What follows belongs to an exercise in optimizing a design on an open flow for small area, a short achievable clock period and few clock cycles per item; a production flow would make more cautious choices.
Where RTL was checked, it was by simulation tests only, not by an equivalence proof against the original.
The RTL of run 2 was laid out without a check of its function.

==> flow/design.v (outline; a module is shown in full before it is edited, if it fits) <==
// module systolic_array: 2351 lines
module systolic_array #(
    parameter DATAWIDTH = 16,
    parameter N_SIZE = 4
) (
    input clk, rst_n,
    input valid_in,
    input [N_SIZE*DATAWIDTH-1:0] matrix_a_in,  
    input [N_SIZE*DATAWIDTH-1:0] matrix_b_in,  
    output reg valid_out,
    output [N_SIZE*DATAWIDTH*2-1:0] matrix_out  
);
  // ...
==> flow/flow/run.sh <==
#!/bin/bash
# Layout flow: the standard ORFS flow (standard.sh) with three changes:
#  - after the standard synthesis, flow/fixpol.py removes most of the inverters that
#    Yosys' full-adder extraction leaves between full adders (each full adder may be used
#    in its inverted form, since FA(~a,~b,~c) = ~FA(a,b,c)); registers are not touched;
#  - the repair steps aim for a larger setup slack margin, so that the paths end well
#    below the 10 ns clock period; the SDC and the period are the standard flow's own;
#  - port buffers are buf_2, and the clock tree uses larger sink clusters.
set -euo pipefail
R=orfs/results/sky130hd/systolic_array/base
ARGS="SETUP_SLACK_MARGIN=6.7 CORE_UTILIZATION=60 CTS_CLUSTER_SIZE=30 CTS_CLUSTER_DIAMETER=60"
bash standard.sh synth > standard_synth.log 2>&1
cp $R/1_2_yosys.v $R/1_2_yosys.standard.v
python3 flow/fixpol.py $R/1_2_yosys.standard.v $R/1_2_yosys.v > fixpol.log 2>&1
bash standard.sh $ARGS BUFFER_PORTS_ARGS='-buffer_cell sky130_fd_sc_hd__buf_2' finish > standard_flow.log 2>&1
==> flow/flow/fixpol.py <==
#!/usr/bin/env python3
"""Remove inverters around full adders in a sky130hd gate netlist.

A full adder is self-dual: FA(~a, ~b, ~c) = (~sum, ~carry).  Yosys' extract_fa leaves many
inverters between full adders; this script picks, for each full adder, whether to use it
as is or in its inverted form (all inputs and both outputs inverted) so that as few
inverters as possible are needed, and rewrites the netlist.  Only inverters and full
adders change (and xor2/xnor2 cells may swap with each other); registers are untouched.

usage: fixpol.py in.v out.v
"""
import random
import re
import sys
from collections import defaultdict

OUTPINS = {'X', 'Y', 'Q', 'Q_N', 'SUM', 'COUT', 'HI', 'LO'}
P = 'sky130_fd_sc_hd__'
# cells that can be replaced by their complement: new type, output pin renames
SWAP = {
    'xnor2_1': ('xor2_1', {'Y': 'X'}), 'xor2_1': ('xnor2_1', {'X': 'Y'}),
    'nand2_1': ('and2_1', {'Y': 'X'}), 'and2_1': ('nand2_1', {'X': 'Y'}),
    'nor2_1': ('or2_1', {'Y': 'X'}), 'or2_1': ('nor2_1', {'X': 'Y'}),
}


def parse(txt):
    cells = []
    for m in re.finditer(r'^(\s*)(sky130_fd_sc_hd__\w+)\s+(\S+)\s*\((.*?)\);\n', txt, re.S | re.M):
        typ, name, body = m.group(2), m.group(3), m.group(4)
        pins = [(p, n.strip()) for p, n in re.findall(r'\.(\w+)\(([^()]*)\)', body)]
        cells.append({'typ': typ, 'name': name, 'pins': pins, 'span': m.span()})
    return cells


def esc(n):
    return n + ' ' if n.startswith('\\') else n


def norm(n):
    # escaped identifiers keep their trailing space in the text; compare stripped
    return n.strip()


def main():
    src, dst = sys.argv[1], sys.argv[2]
    txt = open(src).read()
    cells = parse(txt)
    drv = {}
    loads = defaultdict(list)
    for ci, c in enumerate(cells):
        for p, n in c['pins']:
            if p in OUTPINS:
                drv[n] = (ci, p)
            else:
                loads[n].append((ci, p))
    ports = set()
    for m in re.finditer(r'^\s*(?:input|output)\s+(?:\[[^\]]*\]\s*)?(\S+);', txt, re.M):
        ports.add(m.group(1))

    assigned = set()
    for m in re.finditer(r'^\s*assign\s+(.*?);', txt, re.M | re.S):
        for t in re.findall(r'(\\\S+|[A-Za-z_][\w$]*(?:\s*\[\d+\])?)', m.group(1)):
            assigned.add(t.strip())
            assigned.add(t.strip().split('[')[0].strip())

    def frozen_net(n):
        return n in assigned or n.split('[')[0].strip() in assigned

    def is_fa(ci):
        return cells[ci]['typ'] in (P + 'fa_1', P + 'fa_2', P + 'fa_4')

    def is_inv(ci):
        return cells[ci]['typ'] in (P + 'inv_1', P + 'inv_2')

    def port_net(n):
        base = n.lstrip('\\').split('[')[0].strip()
        return base in ports

    # inverters we may remove: input not driven by an inverter, output not a port and
    # not driving an inverter
    removable = set()
    for ci, c in enumerate(cells):
        if not is_inv(ci):
            continue
        pins = dict(c['pins'])
        a, y = pins['A'], pins['Y']
        if a in drv and is_inv(drv[a][0]):
            continue
        if port_net(y) or port_net(a) or not loads[y] or frozen_net(y) or frozen_net(a):
            continue
        if any(is_inv(l[0]) for l in loads[y]):
            continue
        removable.add(ci)

    # sources: nets that feed removable inverters or full adders
    # each load pin: (cell, pin) wants value V(src) ^ w
    want = defaultdict(list)      # src net -> list of [cell, pin, w]
    for ci, c in enumerate(cells):
        if ci in removable:
            continue
        for p, n in c['pins']:
            if p in OUTPINS:
                continue
            if n in drv and drv[n][0] in removable:
                a = dict(cells[drv[n][0]]['pins'])['A']
                want[a].append([ci, p, 1])
            elif n in drv and is_fa(drv[n][0]):
                want[n].append([ci, p, 0])
            elif is_fa(ci):
                want[n].append([ci, p, 0])
    fas = [ci for ci in range(len(cells)) if is_fa(ci)
           and not any(p in OUTPINS and (port_net(n) or frozen_net(n)) for p, n in cells[ci]['pins'])]
    flip = {ci: 0 for ci in fas}

    def phi(n):
        d = drv.get(n)
        if d and d[0] in flip:
            return flip[d[0]]
        return 0

    def swappable(n):
        d = drv.get(n)
        if not d:
            return False
        t = cells[d[0]]['typ']
        if len(loads[n]) != len(want[n]) or port_net(n) or frozen_net(n):
            return False
        return t[len(P):] in SWAP

    def net_cost(n):
        ph = phi(n)
        need = [(w ^ flip.get(ci, 0) ^ ph) for ci, p, w in want[n]]
        if not any(need):
            return 0
        if all(need) and swappable(n):
            return 0
        return 1

    touch = defaultdict(set)
    for n, lst in want.items():
        d = drv.get(n)
        if d and d[0] in flip:
            touch[d[0]].add(n)
        for ci, p, w in lst:
            if ci in flip:
                touch[ci].add(n)

    base = sum(net_cost(n) for n in want)
    cur = base
    rng = random.Random(1)
    best = dict(flip)
    bestc = cur
    for rnd in range(60):
        improved = True
        while improved:
            improved = False
            order = list(fas)
            rng.shuffle(order)
            for v in order:
                nets = touch[v]
                before = sum(net_cost(n) for n in nets)
                flip[v] ^= 1
                after = sum(net_cost(n) for n in nets)
                if after < before:
                    cur += after - before
                    improved = True
                else:
                    flip[v] ^= 1
        if cur < bestc:
            bestc = cur
            best = dict(flip)
        # perturb
        flip = dict(best)
        cur = bestc
        for v in rng.sample(fas, max(1, len(fas) // 20)):
            nets = touch[v]
            before = sum(net_cost(n) for n in nets)
            flip[v] ^= 1
            cur += sum(net_cost(n) for n in nets) - before
    flip = best
    sys.stderr.write("fixpol: inverters on adder nets %d -> %d (%d full adders flipped)\n"
                     % (base, bestc, sum(flip.values())))

    # rewrite
    newpins = {ci: list(c['pins']) for ci, c in enumerate(cells)}
    newtyp = {ci: c['typ'] for ci, c in enumerate(cells)}
    added = []
    k = 0
    for n, lst in want.items():
        ph = phi(n)
        need = [(w ^ flip.get(ci, 0) ^ ph) for ci, p, w in lst]
        target = {}
        if any(need) and all(need) and swappable(n):
            d = drv[n][0]
            t = newtyp[d]
            nt, ren = SWAP[t[len(P):]]
            newtyp[d] = P + nt
            newpins[d] = [(ren.get(pp, pp), nn_) for pp, nn_ in newpins[d]]
            for (ci, p, w) in lst:
                target[(ci, p)] = n
        elif any(need):
            nn = 'fixpol_n%d' % k
            added.append((k, n, nn))
            k += 1
            for (ci, p, w), q in zip(lst, need):
                target[(ci, p)] = nn if q else n
        else:
            for (ci, p, w) in lst:
                target[(ci, p)] = n
        for (ci, p), t in target.items():
            newpins[ci] = [(pp, t if pp == p else nn_) for pp, nn_ in newpins[ci]]
    # flipped full adders keep their pins (inputs were rewired above); their outputs now
    # carry the inverted values, which the loads above account for
    out = []
    pos = 0
    for ci, c in enumerate(cells):
        s, e = c['span']
        out.append(txt[pos:s])
        pos = e
        if ci in removable:
            continue
        indent = re.match(r'\s*', txt[s:e]).group(0)
        body = ",\n".join("%s  .%s(%s)" % (indent.strip('\n'), p, esc(n)) for p, n in newpins[ci])
        out.append("%s%s %s (\n%s\n%s);\n" % (indent, newtyp[ci], c['name'], body, indent.strip('\n')))
    rest = txt[pos:]
    decl = "".join("  wire %s;\n" % nn for _, _, nn in added)
    insts = "".join("  %sinv_1 fixpol_inv%d (\n    .A(%s),\n    .Y(%s)\n  );\n" % (P, i, esc(n), nn)
                    for i, n, nn in added)
    rest = rest.replace("endmodule", insts + "endmodule", 1)
    res = "".join(out) + rest
    # declare the new wires after the module's port list
    m = re.search(r'\);\n', res)
    res = res[:m.end()] + decl + res[m.end():]
    open(dst, 'w').write(res)


if __name__ == '__main__':
    main()
==> flow/standard.sh <==
#!/bin/bash
# synth_recipe.tcl (not shown) runs the flow's synth.tcl, then flattens the netlist and writes it again
# the make line also repeats each setting of config.mk as NAME=value (left out here)
make -C /OpenROAD-flow-scripts/flow DESIGN_CONFIG=/design/flow/config.mk WORK_HOME=/design/flow/orfs CLKGATE_MAP_FILE= SYNTH_SCRIPT=/design/flow/synth_recipe.tcl "${@:-finish}"
==> flow/config.mk <==
export PLATFORM = sky130hd
export DESIGN_NAME = systolic_array
export DESIGN_NICKNAME = systolic_array
export VERILOG_FILES = /design/flow/design.v
export SDC_FILE = /design/flow/constraint.sdc
export NUM_CORES = 8
export LEC_CHECK = 0
export CAP_MARGIN = 20
export CORE_MARGIN = 2
export CORE_UTILIZATION = 40
export SLEW_MARGIN = 20
==> flow/constraint.sdc <==
create_clock -name core_clock -period 10.0 [get_ports {clk}]
set_input_delay 2.0000 -clock core_clock [delete_from_list [all_inputs] [get_ports {clk}]]
set_output_delay 2.0000 -clock core_clock [all_outputs]
set_load 0.01 [all_outputs]
==> results.txt, run 1 <==
antenna viol nets, final=0; metal2 WL=60900 um; Initial Utilization=approximately three fifths; setup TNS=0 ns; Via density=6.00; status=finished clean; drt first pass iters=7; Ys Warns=1; slowest cell on the critical path=dfxtp_2; Mapped Cells=4121; GPL Wtd Cong=approximately 0.88; ratio of cells with drive above 1 in the final layout=~20%; latest clock arrival within the worst-skew pair=0.69 ns; CP endpoint kind=register; depth of the most critical reg-to-reg path=11; CTS Buf Count=74; Max Used Layer=met5; Routed Wire Length=142000 um; CP max FO=4; Relative slew margins=36.1%; Post-Syn Area per Cell=around 12 um^2; fin crit share=33.4%; GR Util met2=between 40% and 50%; Setup Skew=0.0367 ns; synthesis-to-layout area growth=14.7%; hold buffers post-CTS=0; GR Util met1=between 40% and 50%; clock buffer depth=3; Post-Layout Cell Count=roughly 5400; vias in the first global route=around 33000; post-CTS setup buffers=40
Testbench counts, summed over its fixed seeds: cycles 14,592, matrices 768.
==> run 2: changes to the inputs <==
--- a/flow/design.v
+++ b/flow/design.v
@@ -30,17 +30,17 @@
     reg last;
     always @(posedge clk)
         last <= (cnt[1:0] == 2'd0);
     reg [15:0] ra1_0, ra1_1, ra1_2, ra1_3;
     reg [15:0] ra2_0, ra2_1, ra2_2, ra2_3;
     reg [15:0] ra3_0, ra3_1, ra3_2, ra3_3;
     reg [63:0] rb0, rb1, rb2, rb3;
     always @(posedge clk) begin
-        ra1_0 <= ld ? matrix_a_in[16 +: 16] : ra1_3;
+        ra1_0 <= matrix_a_in[16 +: 16];
         ra2_0 <= ld ? matrix_a_in[32 +: 16] : ra2_3;
         ra3_0 <= ld ? matrix_a_in[48 +: 16] : ra3_3;
         rb0 <= ld ? matrix_b_in : rb3;
         ra1_1 <= ra1_0; ra1_2 <= ra1_1; ra1_3 <= ra1_2;
         ra2_1 <= ra2_0; ra2_2 <= ra2_1; ra2_3 <= ra2_2;
         ra3_1 <= ra3_0; ra3_2 <= ra3_1; ra3_3 <= ra3_2;
         rb1 <= rb0; rb2 <= rb1; rb3 <= rb2;
     end
==> flow/flow/run.sh (replaced) <==
#!/bin/bash
# Layout flow: the standard ORFS flow (standard.sh) with three changes:
#  - after the standard synthesis, flow/fixpol.py removes most of the inverters that
#    Yosys' full-adder extraction leaves between full adders (each full adder may be used
#    in its inverted form, since FA(~a,~b,~c) = ~FA(a,b,c)); registers are not touched;
#  - the repair steps aim for a larger setup slack margin, so that the paths end well
#    below the 10 ns clock period; the SDC and the period are the standard flow's own;
#  - port buffers are buf_2, and the clock tree uses larger sink clusters.
set -euo pipefail
R=orfs/results/sky130hd/systolic_array/base
ARGS="SETUP_SLACK_MARGIN=6.7 CORE_UTILIZATION=65 CTS_CLUSTER_SIZE=30 CTS_CLUSTER_DIAMETER=60"
bash standard.sh synth > standard_synth.log 2>&1
cp $R/1_2_yosys.v $R/1_2_yosys.standard.v
python3 flow/fixpol.py $R/1_2_yosys.standard.v $R/1_2_yosys.v > fixpol.log 2>&1
bash standard.sh $ARGS BUFFER_PORTS_ARGS='-buffer_cell sky130_fd_sc_hd__buf_2' finish > standard_flow.log 2>&1
==> run 2 against run 1 <==
Against the previous run: routed wire length down 12%; global-route usage fell by 0.23 points; cell count down 2.5%; die area fell by 8.0%; area after synthesis down 0.46%; highest routed layer unchanged; hold slack improved by 0.019 ns; maximum frequency fell by 0.46%; clock skew grew 0.012 ns.
==> results.txt, run 2 <==
status=finished clean (unchanged); number of remaining DRC errors=0 (unchanged); antenna viol nets, final=0 (unchanged); vias in the first global route=32900 (was 33400); Max-cap violations=0 (unchanged); ratio of cells with drive above 1 in the final layout=19.5% (was 19.8%); synthesis-to-layout area growth=13.1% (was 14.7%); setup TNS=0 ns (unchanged); Fin Hold WS=0.317 ns (was 0.298 ns); RSZ-0062 raised after global routing=yes (unchanged); total die area=0.0788 mm^2 (was 0.0857 mm^2); # fillers=5230 (was 5905); Worst Tran Pin Value=0.976 ns (was 0.959 ns); HP Class=reg2reg (unchanged); post-route cell area=0.0563 mm^2 (was 0.0574 mm^2); dpl cell area=0.0514 mm^2 (was 0.0519 mm^2); Post-Syn Area=0.0498 mm^2 (was 0.0500 mm^2); core footprint=0.0758 mm^2 (was 0.0822 mm^2); clk root buf=clkbuf_16 (unchanged); Top Usage Layer GRT=met2 (unchanged); Avg WL per Cell=23.7 um (was 26.2 um); Via density=6.02 (was 6.00); Final WS setup=6.65 ns (was 6.66 ns); CP max FO=4 (unchanged); latest clock arrival within the worst-skew pair=0.67 ns (was 0.69 ns); GR Util met1=42.1% (was 42.2%); drt first pass iters=6 (was 7); clock buffer depth=3 (unchanged); Mapped Cells=4103 (was 4121); Critical Path Start=ps1[7] (was pc2[0]); CTS Buf Count=66 (was 74); Clock Sink Count=982 (unchanged); hold path startpoint=rb2[19] (was ra1_1[8]); Cells after DPL=5044 (was 5172); Post-Syn Area per Cell=12.1 um^2 (about the same); gr ovfl total=0 (unchanged); Ys Warns=1 (unchanged); Fin. Hold Viols=0 (unchanged); Initial Utilization=65.6% (was 60.8%); kind of critical path=reg2reg (unchanged); Seq. cell area=0.0199 mm^2 (about the same); 1st-iter DRT viols=2897 (was 3590); max-slew violations=0 (unchanged); via count=31800 (was 32500); setup violators final=0 (unchanged); FP Rows=101 (was 105); area of the multi-input gates=0.0290 mm^2 (was 0.0292 mm^2); Die Span Y=281 um (was 293 um); Post-Layout Cell Count=5277 (was 5410); first-pass GRT wire length=187000 um (was 202000 um); final net count=5136 (was 5169); worst endpoint required time=10.54 ns (about the same); pre-CTS WS=5.70 ns (was 5.75 ns); Die Wd=281 um (was 293 um); fin crit share=33.5% (was 33.4%); met3 Use GR=6.66% (was 8.73%); GR Util met2=49.1% (was 47.3%); fmax=0.298 GHz (was 0.300 GHz); Routed Wire Length=125000 um (was 142000 um); syn_nets=4994 (was 5012); port buffer count=259 (unchanged); largest net degree at the start of global routing=68 (was 65); GPL Wtd Cong=0.851 (was 0.885); Relative slew margins=35.0% (was 36.1%); Ports=260 (unchanged); initial antenna violation count=14 (was 5); Setup Skew=0.0487 ns (was 0.0367 ns); FF-to-FF Start=ps1[7] (was pc2[0]); Tmin final=3.35 ns (was 3.34 ns); post-DP HPWL=74700 um (was 80400 um); CP endpoint kind=register (unchanged); H-tree depth reported by CTS=3 (unchanged); commonest cells after routing, fill and taps aside=dfxtp_1 (890), fa_1 (548), xnor2_1 (483) (was dfxtp_1 (909), fa_1 (548), a22oi_1 (474)); commonest non-fill, non-tap cell in the layout=dfxtp_1 (unchanged); Worst Path Arrival=3.90 ns (was 3.88 ns); Clock transition at path regs=0.09 ns (was 0.10 ns); Startpoint Class=register (unchanged); CTS tree=done (unchanged); GRT Resource Usage Total=30.9% (was 31.1%)
## run 2: critical path: stages (launching register included)
cell and delay (ns):
dfxtp_2 0.33, fa_1 0.58, ha_4 0.21, a21o_1 0.17, a221o_1 0.35, a221o_1 0.34
a41oi_4 0.32, o21bai_4 0.11, a21o_1 0.16, a21o_1 0.18, a21oi_2 0.19, mux2_4 0.31
## run 2: stage by stage
stage	utilization, %
after CTS	72.5
final	74.2
after global routing	74.2
after detailed placement	67.8
after floorplan	-
after global placement	67.8
## run 2: layer usage
metal | wire [um] | vias to the layer above
met3 | 12000 | 371
met1 | 50900 | 15800
met5 | 160 | -
met4 | 5750 | 20
li1 | - | 14000
met2 | 56200 | 1542
## run 2: area by class of cell
type | count | area share [%]
clock inverter | 48 | 1.29
tap | 978 | 2.17
sequential | 982 | 35.3
inverter | 108 | 0.774
timing repair buffer | 409 | 5.90
antenna | 3 | 0.0133
multi-input combinational | 2678 | 51.5
clock buffer | 71 | 3.02
## run 2: final timing paths
| path | endpoint | slack, ns | cells after the start |
|---|---|---|---|
| max | acc1[19] | 6.65 | 11 |
| min | rb3[19] | 0.32 | 0 |
| max reg2reg | acc1[19] | 6.65 | 11 |
| min reg2reg | rb3[19] | 0.32 | 0 |
| max in group asynchronous | ld | 8.61 | 1 |
| min in group asynchronous | cnt[1] | 1.14 | 1 |
## run 2: timing repair
| item | CTS | global route |
|---|---|---|
| gates cloned | 5 | 9 |
| setup endpoints to repair | 260 | 161 |
| hold buffers | 0 | 0 |
| buffers inserted | 46 | 51 |
| hold endpoints to repair | 0 | 0 |
| pin swaps | 37 | 49 |
| resized for setup | 160 | 126 |

==> afterwards: timing with drivers on the ports <==
How much do the figures lean on ideal ports? The routed layouts below were timed once more, with nothing changed but the port constraints.
Step 1 (the two cells are an assumption about what drives the block):
set clk [get_ports {clk}]
set_driving_cell -lib_cell sky130_fd_sc_hd__clkbuf_16 $clk
set_driving_cell -lib_cell sky130_fd_sc_hd__buf_2 [delete_from_list [all_inputs] $clk]
Step 2 also shifts input and output timing later by t, the mid clock arrival at the registers, as if the neighbouring blocks saw the same clock.
Slacks: ideal ports / drivers / drivers and shift; pairs: ideal ports / drivers.
| run | shift t [ns] | setup WS [ns] | worst data-port slew with drivers (ns) | cell pins on the clock port's net |
|---|---|---|---|---|
| run 1 | 0.739 | 6.663 / 6.663 / 6.663 | 0.08 | 1 |
| run 2 | 0.720 | 6.647 / 6.647 / 6.647 | 0.12 | 1 |
After both steps setup and hold are still met in every run listed.
